What follows belongs to an exercise in optimizing a design on an open flow for small area and a short achievable clock period; a production flow would make more cautious choices. The RTL was checked by simulation tests, not by an equivalence proof against the original design. Power is estimated from default activity; no workload was simulated.

== quartz ==
## Top
module Top #(
   parameter N = 16
) (
   input TDI,
   input TMS,
   input TCK,
   input [N-1:0] sys_pin_a,
   input [N-1:0] sys_pin_b,
   input sys_pin_cin,
   input sys_pin_sel,
   output [N-1:0] sys_pin_sum,
   output sys_pin_co,
   output TDO
);
Settings: LEC_CHECK=0, CAP_MARGIN=20, CORE_MARGIN=2, CORE_UTILIZATION=60, CTS_BUF_LIST=sky130_fd_sc_hd__clkbuf_8, CTS_CLUSTER_DIAMETER=80, CTS_CLUSTER_SIZE=24, SLEW_MARGIN=20; clock period 24.0 ns.
standard.sh (not shown) runs the stock make flow with config.mk's settings and CLKGATE_MAP_FILE= SYNTH_SCRIPT=/design/flow/synth_recipe.tcl, a recipe that flattens the netlist after the stock synthesis.
==> flow/flow/run.sh <==
#!/bin/bash
# Standard synthesis, then the standard layout with: timing repair that
# aims for extra setup slack (so the input-to-output paths are optimised
# beyond what the clock period needs), cell sizing not limited to the same
# footprint, and a stronger buffer on each port.
set -euo pipefail
MARGIN=$(cat flow/margin.txt)
bash standard.sh synth > synth.log 2>&1
bash standard.sh SETUP_SLACK_MARGIN=$MARGIN MATCH_CELL_FOOTPRINT=0 \
  "BUFFER_PORTS_ARGS=-buffer_cell sky130_fd_sc_hd__buf_4" finish > layout.log 2>&1
==> flow/flow/margin.txt <==
12.6
quartz: full flow OK, the timing, design-rule and antenna checks passed
Inputs modified between quartz and juniper:
- changing CORE_UTILIZATION from 60 to 40
- removing CTS_CLUSTER_DIAMETER (formerly 80)
- removing CTS_CLUSTER_SIZE (formerly 24)
==> flow/flow/margin.txt <==
13
[summary]
- juniper: no failed stages, no open violations at the end
- Relative to quartz, synthesis-to-layout area growth has gone up in juniper.
- Cell area in juniper is 4.2% higher than in quartz
- juniper vs quartz: final cell count without fillers up
- On post-synthesis compound-gate area fraction, juniper tracks quartz almost exactly.
Edits applied to the flow inputs when going from juniper to garnet:
- CORE_UTILIZATION changed from 40 to 60
==> flow/flow/margin.txt <==
11.5
Notes after the runs:
In the reports for juniper and garnet, the smaller highest fanout seen on the critical path belongs to juniper.
Compared with juniper, in garnet switching power shrank by 4.2%; period utilization shows an increase of 1.6 points.
| first-pass GRT wire length | garnet vs juniper | 4.6% lower |
garnet against juniper: number of vias per cell increased by 0.68 relative to the old numbers; post-place instance area decreased by 2.7% relative to the old numbers; count of nets after finishing decreased by 3.6% relative to the old numbers.
> inputs changed (garnet -> willow)
==> flow/flow/margin.txt <==
12.2
Notes after the runs:
~same worst-skew pair later-pin latency in willow and garnet. willow vs garnet — sequential cell area share dropped 1.4 points. Between willow and garnet, the hold slack figures differ only marginally. For count of buffers not belonging to the clock network in the layout, dividing the value from garnet by the value from willow gives 0.893.
diff inputs: willow => onyx
==> flow/flow/run.sh <==
#!/bin/bash
# Standard synthesis (unchanged), then the standard layout with the ORFS
# settings listed in flow/params.txt (one make variable per line), e.g. a
# timing-repair target with extra setup slack so that the input-to-output
# paths are optimised beyond what the clock period needs.
set -euo pipefail
bash standard.sh synth > synth.log 2>&1
mapfile -t ARGS < flow/params.txt
bash standard.sh "${ARGS[@]}" finish > layout.log 2>&1
==> flow/flow/params.txt (new file) <==
SETUP_SLACK_MARGIN=12.1
BUFFER_PORTS_ARGS=-buffer_cell sky130_fd_sc_hd__buf_1
MATCH_CELL_FOOTPRINT=0
removed: flow/flow/margin.txt
Findings:
onyx completed; timing, DRC and antenna clean
willow ended with every stage complete and zero timing, DRC or antenna violations.
Note that the static leakage power recorded for onyx amounts to 0.948 times the value seen in willow.
Number of cells upsized or downsized after cts (onyx over willow): decrease, 2
Summary of onyx over willow: layout-stage area growth over the synthesis result went down by 4.0 points; final non-filler cell total decreased by 4 relative to the old numbers; post-synthesis net count did not really move; non-clock buffer count down about 5.3%.
Delta (onyx minus willow): final clock skew has remained practically unchanged; core occupancy in the finished layout now smaller.
Compare willow and onyx | sum of internal, switching and leakage power lower: onyx
Cell area (onyx vs. willow) decreases by a few percent

---

The RTL this note starts from:
==> flow/design.v <==
module Top #(
   parameter N = 16
) (
   input TDI,
   input TMS,
   input TCK,
   input [N-1:0] sys_pin_a,
   input [N-1:0] sys_pin_b,
   input sys_pin_cin,
   input sys_pin_sel,
   output [N-1:0] sys_pin_sum,
   output sys_pin_co,
   output TDO
);
   localparam [3:0] TLR = 4'hF, RTI = 4'hC, SEL_DR = 4'h7, CAP_DR = 4'h6,
                    SH_DR = 4'h2, EX1_DR = 4'h1, PAU_DR = 4'h3, EX2_DR = 4'h0,
                    UPD_DR = 4'h5, SEL_IR = 4'h4, CAP_IR = 4'hE, SH_IR = 4'hA,
                    EX1_IR = 4'h9, PAU_IR = 4'hB, EX2_IR = 4'h8, UPD_IR = 4'hD;
   reg [3:0] st;
   reg [3:0] st_nx;
   always @(*) begin
      case (st)
         TLR:     st_nx = TMS ? TLR : RTI;
         RTI:     st_nx = TMS ? SEL_DR : RTI;
         SEL_DR:  st_nx = TMS ? SEL_IR : CAP_DR;
         CAP_DR:  st_nx = TMS ? EX1_DR : SH_DR;
         SH_DR:   st_nx = TMS ? EX1_DR : SH_DR;
         EX1_DR:  st_nx = TMS ? UPD_DR : PAU_DR;
         PAU_DR:  st_nx = TMS ? EX2_DR : PAU_DR;
         EX2_DR:  st_nx = TMS ? UPD_DR : SH_DR;
         UPD_DR:  st_nx = TMS ? SEL_DR : RTI;
         SEL_IR:  st_nx = TMS ? TLR : CAP_IR;
         CAP_IR:  st_nx = TMS ? EX1_IR : SH_IR;
         SH_IR:   st_nx = TMS ? EX1_IR : SH_IR;
         EX1_IR:  st_nx = TMS ? UPD_IR : PAU_IR;
         PAU_IR:  st_nx = TMS ? EX2_IR : PAU_IR;
         EX2_IR:  st_nx = TMS ? UPD_IR : SH_IR;
         default: st_nx = TMS ? SEL_DR : RTI;   
      endcase
   end
   always @(posedge TCK) st <= st_nx;
   wire shift_dr = (st == SH_DR);
   wire capture_dr = (st == CAP_DR);
   wire shift_ir = (st == SH_IR);
   wire capture_ir = (st == CAP_IR);
   wire update_dr = TMS & ((st == EX1_DR) | (st == EX2_DR));
   wire update_ir = TMS & ((st == EX1_IR) | (st == EX2_IR));
   wire reset_ir = TMS & ((st == TLR) | (st == SEL_IR));
   reg [1:0] ir1_sr, ir2_sr;
   reg mode1, byp1, mode2, byp2;
   always @(posedge TCK) begin
      if (shift_ir) begin
         ir1_sr <= {ir1_sr[0], TDI};
         ir2_sr <= {ir2_sr[0], ir1_sr[1]};
      end else if (capture_ir) begin
         ir1_sr <= 2'b10;
         ir2_sr <= 2'b10;
      end
   end
   always @(posedge TCK) begin
      if (reset_ir) begin
         mode1 <= 1'b0;
         byp1  <= 1'b1;
         mode2 <= 1'b0;
         byp2  <= 1'b1;
      end else if (update_ir) begin
         mode1 <= ~ir1_sr[0];
         byp1  <= ir1_sr[0] & ir1_sr[1];
         mode2 <= ~ir2_sr[0];
         byp2  <= ir2_sr[0] & ir2_sr[1];
      end
   end
   wire sel = sys_pin_sel;
   wire a0 = sys_pin_a[0];
   wire b0 = sys_pin_b[0];
   wire [16:0] add1 = {1'b0, sys_pin_a} + {1'b0, sys_pin_b} + {16'd0, sys_pin_cin};
   wire [16:0] fast1 = sel ? {a0, {11{b0}}, a0, 2'b00, a0 ^ b0, a0} : add1;
   reg [16:0] uo1, uf1, uo2, uf2;
   wire [16:0] s1 = mode1 ? uo1 : fast1;
   wire x2 = s1[0];
   wire [16:0] g2 = sel ? {x2, {12{x2}}, 3'b000, x2} : {s1[15], s1[14:0], s1[16]};
   wire pass = ~mode1 & ~mode2 & ~sel;
   wire xo = mode1 ? uo1[0] : a0;
   wire [16:0] other = mode2 ? uo2 :
                       sel ? {xo, {12{xo}}, 3'b000, xo} :
                       {uo1[15], uo1[14:0], uo1[16]};
   wire [16:0] outv = pass ? {add1[15], add1[14:0], add1[16]} : other;
   assign sys_pin_sum = outv[15:0];
   assign sys_pin_co = outv[16];
   wire [16:0] adder1_out = mode1 ? uf1 : fast1;
   wire [16:0] adder2_out = mode2 ? uf2 : g2;
   reg [50:0] c1, c2;
   reg br1, br2;
   wire dr1 = byp1 ? br1 : c1[50];   
   wire [50:0] p1 = {adder1_out, sel, sys_pin_cin, sys_pin_b, sys_pin_a};
   wire [50:0] p2 = {adder2_out, sel, s1[16], s1[15:0], s1[15:0]};
   always @(posedge TCK) begin
      if (shift_dr) begin
         c1  <= {c1[49:0], TDI};
         c2  <= {c2[49:0], dr1};
         br1 <= TDI;
         br2 <= dr1;
      end else if (capture_dr) begin
         c1  <= p1;
         c2  <= p2;
         br1 <= 1'b0;
         br2 <= 1'b0;
      end
   end
   wire [16:0] r1, r2;
   Ripple rip1 (.a(c1[15:0]), .b(c1[31:16]), .cin(c1[32]), .s(r1));
   Ripple rip2 (.a(c2[15:0]), .b(c2[31:16]), .cin(c2[32]), .s(r2));
   wire ua1 = c1[0], ub1 = c1[16], ua2 = c2[0], ub2 = c2[16];
   wire [16:0] f1 = c1[33] ? {ua1, {11{ub1}}, ua1, 2'b00, ua1 ^ ub1, ua1} : r1;
   wire [16:0] f2 = c2[33] ? {ua2, {11{ub2}}, ua2, 2'b00, ua2 ^ ub2, ua2} : r2;
   always @(posedge TCK) begin
      if (update_dr) begin
         uo1 <= c1[50:34];
         uo2 <= c2[50:34];
         uf1 <= f1;
         uf2 <= f2;
      end
   end
   assign TDO = shift_ir ? ir2_sr[1] : shift_dr ? (byp2 ? br2 : c2[50]) : 1'b0;
endmodule
module Ripple (
   input [15:0] a,
   input [15:0] b,
   input cin,
   output [16:0] s
);
   wire [16:0] c;
   assign c[0] = cin;
   genvar i;
   generate
      for (i = 0; i < 16; i = i + 1) begin : bit_
         assign s[i] = a[i] ^ b[i] ^ c[i];
         assign c[i+1] = (a[i] & b[i]) | (c[i] & (a[i] ^ b[i]));
      end
   endgenerate
   assign s[16] = c[16];
endmodule
clock: 24.0 ns
lec_check: 0
abc_clock_period_in_ps: 2000
cap_margin: 20
core_margin: 2
core_utilization: 70
slew_margin: 20
run.sh (not shown) runs the stock make flow with config.mk's settings and CLKGATE_MAP_FILE= SYNTH_SCRIPT=/design/flow/synth_recipe.tcl, a recipe that flattens the netlist after the stock synthesis.
Stock flow here: none of the scripts above is used.
Edit:
Settings changed: ABC_CLOCK_PERIOD_IN_PS 2000 to not set, CORE_UTILIZATION 70 to 40.
Result:
- clock skew hardly moves
- clock power drops by about 2%
- worst setup slack is worse by 0.11 ns
- via count drops by about 8%
- design area climbs by about 1.5%
- flip-flop and latch count does not change
- critical path depth is unchanged
- total power drops by about 2%
- sequential power climbs by about 0.8%
- first-iteration DRC count drops by about 44%

static timing again, ports no longer ideal:
The results above use ideal ports. As a check the final layouts listed here were re-extracted and re-timed, cells and wires unchanged.
Step 1, drivers: a clkbuf_16 drives TCK and a buf_2 each remaining input, both assumed.
Step 2 adds t to the input delays and takes it off the output delays; t is the mean of the earliest and latest rising clock arrival at the registers after step 1. Input paths then give back, and output paths get back, about the clock's delay inside the block.
a / b / c = no drivers / after step 1 / after step 2; a / b = the first two.
| run | shift t [ns] | setup slack, ns | clock arrival spread, ns | slew at the worst register clock pin (ns) | cell pins on the clock port's net |
|---|---|---|---|---|---|
| quartz | 0.505 | 12.320 / 12.287 / 12.287 | 0.011 / 0.012 | 0.10 / 0.10 | 1 |
| juniper | 0.506 | 12.233 / 12.162 / 12.162 | 0.017 / 0.017 | 0.10 / 0.10 | 1 |
| garnet | 0.505 | 11.852 / 11.817 / 11.817 | 0.012 / 0.012 | 0.10 / 0.10 | 1 |
| willow | 0.516 | 12.174 / 12.110 / 12.110 | 0.012 / 0.012 | 0.10 / 0.10 | 1 |
| onyx | 0.499 | 12.161 / 12.083 / 12.083 | 0.016 / 0.015 | 0.10 / 0.10 | 1 |
| the first run of note 2 | 0.482 | 10.983 / 10.960 / 10.960 | 0.011 / 0.011 | 0.08 / 0.08 | 1 |
| the second run of note 2 | 0.477 | 10.868 / 10.841 / 10.841 | 0.011 / 0.010 | 0.07 / 0.07 | 1 |
After both steps every run listed still meets setup and hold. For onyx, which loses most, drivers alone change the setup slack by -0.078 ns; drivers and shift together by -0.078 ns.
